From an optimization exercise on the open Yosys and OpenROAD flow, aimed at small area, a short achievable clock period and few clock cycles; shortcuts taken in it are not production practice.
At most, simulation tests tie the RTL to the original design; equivalence was not proved.
The clock port is modelled as an ideal driver; clocking choices that lean on that would not hold on a real chip.

==> flow/design.v (excerpt) <==
module xlr8_float_div
  (input  logic        clk,
   input  logic        rstn,
   input  logic [5:0]  adr,
   input  logic [7:0]  dbus_in,
   output logic [7:0]  dbus_out,
   input  logic        iore,
   input  logic        iowe,
   output logic        out_en,
   input  logic [31:0] opa,    
   input  logic [31:0] opb     
   );
Size: about 1500 cells after synthesis, roughly 94 flip-flops, about 91 I/O pins, roughly 0.011 sq mm of cells after synthesis.
==> module xlr8_fdiv, before the edit <==
module xlr8_fdiv
  #(parameter K = 3)
  (input  logic        clk,
   input  logic        rst_n,
   input  logic        start_div,   
   input  logic        start_nop,   
   input  logic [31:0] numer,
   input  logic [31:0] denom,
   output logic        fin,
   output logic [31:0] result);
   localparam NCYC = (27 + K - 1) / K;      
   localparam LASTK = 27 - (NCYC - 1) * K;  
   logic [3:0]  cnt;         
   logic        busy;
   logic        rnd;         
   logic [23:0] dvs;         
   logic [23:0] rem;         
   logic        q1;          
   logic [24:0] t1;
   assign t1 = {1'b0, 1'b1, numer[22:0]} - {1'b0, 1'b1, denom[22:0]};
   logic [23:0] r_row [0:K];
   logic [K-1:0] q_row;
   logic [25:0] t_row [0:K-1];
   logic [23:0] rem_nxt;
   logic [27:0] q_nxt;
   always_comb begin
      r_row[0] = rem;
      for (int i = 0; i < K; i++) begin
         t_row[i] = {1'b0, r_row[i], 1'b0} - {2'b00, dvs};
         q_row[K-1-i] = !t_row[i][25];
         r_row[i+1] = t_row[i][25] ? {r_row[i][22:0], 1'b0} : t_row[i][23:0];
      end
      if (fin && LASTK != K) begin
         rem_nxt = r_row[LASTK];
         q_nxt = {result[27-LASTK:0], q_row[K-1 -: LASTK]};
      end
      else begin
         rem_nxt = r_row[K];
         q_nxt = {result[27-K:0], q_row};
      end
   end
   logic [7:0]  exp_n, exp_d, exp_q;
   logic        n_nan, d_nan, n_inf, d_inf, n_0, d_0;
   logic        norm, stcky, g, r;
   logic [27:0] q_adjst;
   logic [25:0] q_inc_g;
   logic [24:0] q_rnd;
   logic [31:0] q_out;
   always_comb begin
      exp_n = numer[30:23];
      exp_d = denom[30:23];
      n_nan = (exp_n == 8'hff) && (numer[22:0] != 0);
      d_nan = (exp_d == 8'hff) && (denom[22:0] != 0);
      n_inf = (exp_n == 8'hff) && (numer[22:0] == 0);
      d_inf = (exp_d == 8'hff) && (denom[22:0] == 0);
      n_0 = (exp_n == 0);
      d_0 = (exp_d == 0);
      norm = result[27];
      q_adjst = norm ? {1'b0, result[27:1]} : result[27:0];
      exp_q = exp_n - exp_d + 8'd126 + {7'd0, norm};
      stcky = q_adjst[0] || (|rem);
      g = q_adjst[2];
      r = q_adjst[1];
      q_inc_g = q_adjst[27:2] + 26'd1;
      q_rnd[0] = (g && !r && !stcky) ? 1'b0 : q_inc_g[1];
      q_rnd[24:1] = q_inc_g[25:2];
      if (n_nan || d_nan || (n_0 && d_0) || (n_inf && d_inf))
        q_out = 32'h7fffffff;
      else if (n_inf || d_0)
        q_out = {numer[31] ^ denom[31], 8'hff, 23'h0};
      else if (n_0 || d_inf)
        q_out = {numer[31] ^ denom[31], 31'h0};
      else
        q_out = {numer[31] ^ denom[31], exp_q, q_rnd[22:0]};
   end
   assign busy = (cnt != 4'd0);
   assign fin = (NCYC == 1) ? start_div : (busy && cnt == 4'd1);
   always_ff @(posedge clk or negedge rst_n)
     if (!rst_n) begin
        cnt <= 4'd0;
        rnd <= 1'b0;
     end
     else begin
        rnd <= fin;
        if (start_div)
          cnt <= NCYC[3:0] - 4'd1;
        else if (busy)
          cnt <= cnt - 4'd1;
     end
   always_ff @(posedge clk)
     dvs <= {1'b1, denom[22:0]};
   always_ff @(posedge clk)
     if (start_div || busy)
       rem <= rem_nxt;
     else begin
        rem <= t1[24] ? {1'b1, numer[22:0]} : t1[23:0];
        q1 <= !t1[24];
     end
   always_ff @(posedge clk or negedge rst_n)
     if (!rst_n)
       result <= 32'h0;
     else if (start_nop)
       result <= 32'h0;
     else if (start_div)
       result <= {4'h0, result[26-K:0], q1, q_row};
     else if (busy)
       result <= {4'h0, q_nxt};
     else if (rnd)
       result <= q_out;
endmodule  
clock: 5.0 ns
lec_check: 0
cap_margin: 20
core_margin: 2
core_utilization: 40
slew_margin: 20
run.sh (not shown) runs the stock make flow with config.mk's settings and CLKGATE_MAP_FILE= SYNTH_SCRIPT=/design/flow/synth_recipe.tcl, a recipe that flattens the netlist after the stock synthesis.
The first run reached the layout checks and failed them: negative setup slack.
Change:
--- a/flow/design.v
+++ b/flow/design.v
@@ -1,7 +1,7 @@
 module xlr8_fdiv
-  #(parameter K = 3)
+  #(parameter K = 2)
   (input  logic        clk,
    input  logic        rst_n,
    input  logic        start_div,   
    input  logic        start_nop,   
    input  logic [31:0] numer,
Result:
- This time the run finished clean
- cell count is lower by 21%
- wire length is lower by 29%
- final area is lower by 26%
- worst hold slack degrades by 0.026 ns
- worst setup slack improves by 2.0 ns
- maximum frequency is higher by 41%
No run of this note included a check of the RTL's function; only the layout flow was run.


red:
The RTL this note starts from:
==> flow/design.v <==
module xlr8_fdiv
  (input  logic        clk,
   input  logic        rst_n,
   input  logic        start_div,   
   input  logic        start_nop,   
   input  logic [31:0] numer,
   input  logic [31:0] denom,
   output logic        fin,
   output logic [31:0] result);
   logic [4:0]  cnt;         
   logic        busy;
   logic        rnd;         
   logic        norm;        
   logic [22:0] dvs;         
   logic [24:0] dvd;         
   logic [25:0] t;
   logic        q;
   logic [24:0] d_nxt;
   always_comb begin
      t = {1'b0, dvd} - {2'b01, dvs};
      q = !t[25];
      d_nxt = q ? {t[23:0], 1'b0} : {dvd[23:0], 1'b0};
   end
   logic [7:0]  exp_n, exp_d, exp_q;
   logic        n_nan, d_nan, n_inf, d_inf, n_0, d_0;
   logic [1:0]  spc;         
   logic [8:0]  s9;
   always_comb begin
      exp_n = numer[30:23];
      exp_d = denom[30:23];
      n_nan = (exp_n == 8'hff) && (numer[22:0] != 0);
      d_nan = (exp_d == 8'hff) && (denom[22:0] != 0);
      n_inf = (exp_n == 8'hff) && (numer[22:0] == 0);
      d_inf = (exp_d == 8'hff) && (denom[22:0] == 0);
      n_0 = (exp_n == 0);
      d_0 = (exp_d == 0);
      if (n_nan || d_nan || (n_0 && d_0) || (n_inf && d_inf))
        spc = 2'd3;
      else if (n_inf || d_0)
        spc = 2'd2;
      else if (n_0 || d_inf)
        spc = 2'd1;
      else
        spc = 2'd0;
      s9 = {exp_n, 1'b1} + {~exp_d, norm};
      exp_q = (s9[8:1] - 8'd1) ^ 8'h80;
   end
   logic [22:0] m_rnd;
   logic [31:0] q_out;
   always_comb begin
      for (int i = 0; i < 23; i++)
        m_rnd[i] = result[i+1] ^ (result[0] && (i == 0 || &(result[23:1] | ~((23'd1 << i) - 23'd1))));
      case (dvs[10:9])
        2'd3:    q_out = 32'h7fffffff;
        2'd2:    q_out = {dvs[8], 8'hff, 23'h0};
        2'd1:    q_out = {dvs[8], 31'h0};
        default: q_out = {dvs[8], dvs[7:0], m_rnd};
      endcase
   end
   assign busy = (cnt != 5'd0);
   assign fin = busy && (cnt == 5'd1);
   always_ff @(posedge clk or negedge rst_n)
     if (!rst_n) begin
        cnt <= 5'd0;
        rnd <= 1'b0;
     end
     else begin
        rnd <= fin;
        if (start_div)
          cnt <= q ? 5'd24 : 5'd25;
        else if (busy)
          cnt <= cnt - 5'd1;
     end
   always_ff @(posedge clk)
     if (start_div)
       norm <= q;
   always_ff @(posedge clk)
     if (fin)
       dvs <= {12'd0, spc, numer[31] ^ denom[31], exp_q};
     else
       dvs <= denom[22:0];
   always_ff @(posedge clk)
     if (start_div || busy)
       dvd <= d_nxt;
     else
       dvd <= {2'b01, numer[22:0]};
   always_ff @(posedge clk or negedge rst_n)
     if (!rst_n)
       result <= 32'h0;
     else if (start_nop)
       result <= 32'h0;
     else if (start_div || busy)
       result <= {result[30:0], q};
     else if (rnd)
       result <= q_out;
endmodule  
`timescale 1 ns / 1 ns
module xlr8_xf
  (input  logic        clk,
   input  logic        rstn,
   input  logic [5:0]  adr,
   input  logic [7:0]  dbus_in,
   output logic [7:0]  dbus_out,
   input  logic        iore,
   input  logic        iowe,
   output logic        out_en,
   output logic        start_div,   
   output logic        start_nop,   
   input  logic        fin,         
   input  logic [31:0] result);
   logic [6:0] ctrl_reg;
   logic       flag;       
   logic       unsup;      
   logic       ctrl_we;
   logic       status_re;
   logic       start;
   logic [7:0] rbyte;
   logic [7:0] creg;
   assign ctrl_we   = iowe && (adr == 6'h10);
   assign status_re = iore && (adr == 6'h11);
   assign start     = ctrl_we && dbus_in[6];
   assign start_div = start && (dbus_in[2:0] == 3'd3);
   assign start_nop = start && (dbus_in[2:0] != 3'd3);
   assign out_en = iore && ((adr[5:2] == 4'b0011) || (adr[5:1] == 5'b01000));
   always_comb begin
      case (adr[1:0])
        2'd0:    rbyte = result[7:0];
        2'd1:    rbyte = result[15:8];
        2'd2:    rbyte = result[23:16];
        default: rbyte = result[31:24];
      endcase
      creg = adr[0] ? {flag, unsup, 6'h00} : {1'b0, ctrl_reg};
      dbus_out = adr[4] ? creg : rbyte;
   end
   always_ff @(posedge clk or negedge rstn)
     if (!rstn)
       ctrl_reg <= 7'h00;
     else if (ctrl_we)
       ctrl_reg <= dbus_in[6:0];
   always_ff @(posedge clk or negedge rstn)
     if (!rstn) begin
        flag  <= 1'b0;
        unsup <= 1'b0;
     end
     else if (start_nop) begin
        flag  <= 1'b1;
        unsup <= 1'b1;
     end
     else if (fin) begin
        flag  <= 1'b1;
        unsup <= 1'b0;
     end
     else if (start) begin
        flag  <= 1'b0;
        unsup <= 1'b0;
     end
     else if (status_re)
       flag <= 1'b0;
endmodule
`timescale 1 ns / 1 ns
module xlr8_float_div
  (input  logic        clk,
   input  logic        rstn,
   input  logic [5:0]  adr,
   input  logic [7:0]  dbus_in,
   output logic [7:0]  dbus_out,
   input  logic        iore,
   input  logic        iowe,
   output logic        out_en,
   input  logic [31:0] opa,    
   input  logic [31:0] opb     
   );
   logic        start_div;
   logic        start_nop;
   logic        fin;
   logic [31:0] result;
   xlr8_xf xf_inst
     (.clk       (clk),
      .rstn      (rstn),
      .adr       (adr),
      .dbus_in   (dbus_in),
      .dbus_out  (dbus_out),
      .iore      (iore),
      .iowe      (iowe),
      .out_en    (out_en),
      .start_div (start_div),
      .start_nop (start_nop),
      .fin       (fin),
      .result    (result));
   xlr8_fdiv fdiv_inst
     (.clk       (clk),
      .rst_n     (rstn),
      .start_div (start_div),
      .start_nop (start_nop),
      .numer     (opa),
      .denom     (opb),
      .fin       (fin),
      .result    (result));
endmodule
export LEC_CHECK = 0
export CAP_MARGIN = 20
export CORE_MARGIN = 2
export CORE_UTILIZATION = 40
export CTS_BUF_LIST = sky130_fd_sc_hd__clkbuf_4 sky130_fd_sc_hd__clkbuf_8
export CTS_CLUSTER_SIZE = 30
export SETUP_SLACK_MARGIN = 2.3
export SLEW_MARGIN = 20
export SYNTH_HIERARCHICAL = 1
export SYNTH_MINIMUM_KEEP_SIZE = 0
create_clock -name core_clock -period 5.0 [get_ports {clk}]
standard.sh (not shown) runs the stock make flow with config.mk's settings and CLKGATE_MAP_FILE= SYNTH_SCRIPT=/design/flow/synth_recipe.tcl, a recipe that flattens the netlist after the stock synthesis.
==> flow/flow/run.sh <==
#!/bin/bash
set -euo pipefail
bash standard.sh synth > synth.log 2>&1
bash standard.sh MATCH_CELL_FOOTPRINT=0 \
  "BUFFER_PORTS_ARGS=-buffer_cell sky130_fd_sc_hd__buf_1" \
  "CTS_ARGS=-sink_clustering_enable -repair_clock_nets -sink_clustering_size 30 -buf_list {sky130_fd_sc_hd__clkbuf_4 sky130_fd_sc_hd__clkbuf_8} -dont_use_dummy_load" \
  finish > layout.log 2>&1
test -s out/final.def
The final layout from red, which completed every stage, passed the timing, DRC and antenna checks at the end of the flow.
Changes in blue relative to red:
-- flow/design.v --
<<< red, line 24
   logic [7:0]  exp_n, exp_d, exp_q;
   logic        n_nan, d_nan, n_inf, d_inf, n_0, d_0;
   logic [1:0]  spc;         
   logic [8:0]  s9;
   always_comb begin
      exp_n = numer[30:23];
>>> blue, line 24
   logic [7:0]  exp_n, exp_d, exp_q;
   logic        n_nan, d_nan, n_inf, d_inf, n_0, d_0;
   logic [22:0] m_rnd;
   logic [8:0]  s9;
   logic [31:0] q_out;
   always_comb begin
      exp_n = numer[30:23];
<<< red, line 35
      n_0 = (exp_n == 0);
      d_0 = (exp_d == 0);
      if (n_nan || d_nan || (n_0 && d_0) || (n_inf && d_inf))
        spc = 2'd3;
      else if (n_inf || d_0)
        spc = 2'd2;
      else if (n_0 || d_inf)
        spc = 2'd1;
      else
        spc = 2'd0;
      s9 = {exp_n, 1'b1} + {~exp_d, norm};
      exp_q = (s9[8:1] - 8'd1) ^ 8'h80;
   end
   logic [22:0] m_rnd;
   logic [31:0] q_out;
   always_comb begin
      for (int i = 0; i < 23; i++)
        m_rnd[i] = result[i+1] ^ (result[0] && (i == 0 || &(result[23:1] | ~((23'd1 << i) - 23'd1))));
      case (dvs[10:9])
        2'd3:    q_out = 32'h7fffffff;
        2'd2:    q_out = {dvs[8], 8'hff, 23'h0};
        2'd1:    q_out = {dvs[8], 31'h0};
        default: q_out = {dvs[8], dvs[7:0], m_rnd};
      endcase
   end
   assign busy = (cnt != 5'd0);
>>> blue, line 36
      n_0 = (exp_n == 0);
      d_0 = (exp_d == 0);
      s9 = {exp_n, 1'b1} + {~exp_d, norm};
      exp_q = (s9[8:1] - 8'd1) ^ 8'h80;
      for (int i = 0; i < 23; i++)
        m_rnd[i] = result[i+1] ^ (result[0] && (i == 0 || &(result[23:1] | ~((23'd1 << i) - 23'd1))));
      if (n_nan || d_nan || (n_0 && d_0) || (n_inf && d_inf))
        q_out = 32'h7fffffff;
      else if (n_inf || d_0)
        q_out = {numer[31] ^ denom[31], 8'hff, 23'h0};
      else if (n_0 || d_inf)
        q_out = {numer[31] ^ denom[31], 31'h0};
      else
        q_out = {numer[31] ^ denom[31], exp_q, m_rnd};
   end
   assign busy = (cnt != 5'd0);
<<< red, line 76
       norm <= q;
   always_ff @(posedge clk)
     if (fin)
       dvs <= {12'd0, spc, numer[31] ^ denom[31], exp_q};
     else
       dvs <= denom[22:0];
   always_ff @(posedge clk)
     if (start_div || busy)
>>> blue, line 67
       norm <= q;
   always_ff @(posedge clk)
     dvs <= denom[22:0];
   always_ff @(posedge clk)
     if (start_div || busy)
--- outcome ---
- Diff red -> blue: post-synthesis xor/xnor area fraction now sits higher; global-route usage has decreased; cell count along the critical path dropped 2.
- blue vs. red: design area fell by about 10%; sequential share of layout area rose by 2.7 points.
- blue vs red: final critical path time including I/O delays and setup down in blue
Testbench counts of blue, summed over its fixed seeds: cycles 73,192.
Only the layout flow was run in red; the RTL was not checked for function there.

## port drivers added, routing unchanged
The flow's constraints put no driver on any port. The routed layouts listed below were extracted and timed again, unchanged, in two steps. Step 1: set_driving_cell puts a clkbuf_16 on clk and a buf_2 on each other input, an assumption about the parent block. Step 2 adds t to the input delays and takes it off the output delays; t is the mean of the earliest and latest rising clock arrival at the registers after step 1. Input paths then give back, and output paths get back, about the clock's delay inside the block. Slacks: ideal / step 1 / step 2; pairs: ideal / step 1.
run | t, ns | slack for setup (ns) | hold slack, ns | slew at the worst register clock pin (ns) | worst slew at a driven data input, ns
the first run of note 1 | 0.409 | -1.861 / -1.861 / -1.861 | 0.509 / 0.509 / 0.509 | 0.08 / 0.08 | 0.04
the second run of note 1 | 0.403 | 0.121 / 0.121 / 0.121 | 0.482 / 0.482 / 0.482 | 0.08 / 0.08 | 0.05
red | 0.411 | 1.996 / 1.948 / 1.693 | 0.496 / 0.496 / 0.496 | 0.10 / 0.10 | 0.06
blue | 0.402 | 2.013 / 1.967 / 1.755 | 0.516 / 0.516 / 0.516 | 0.10 / 0.10 | 0.06
The setup slack of red, which loses most, moves by -0.048 ns with the drivers and by -0.303 ns with both steps.
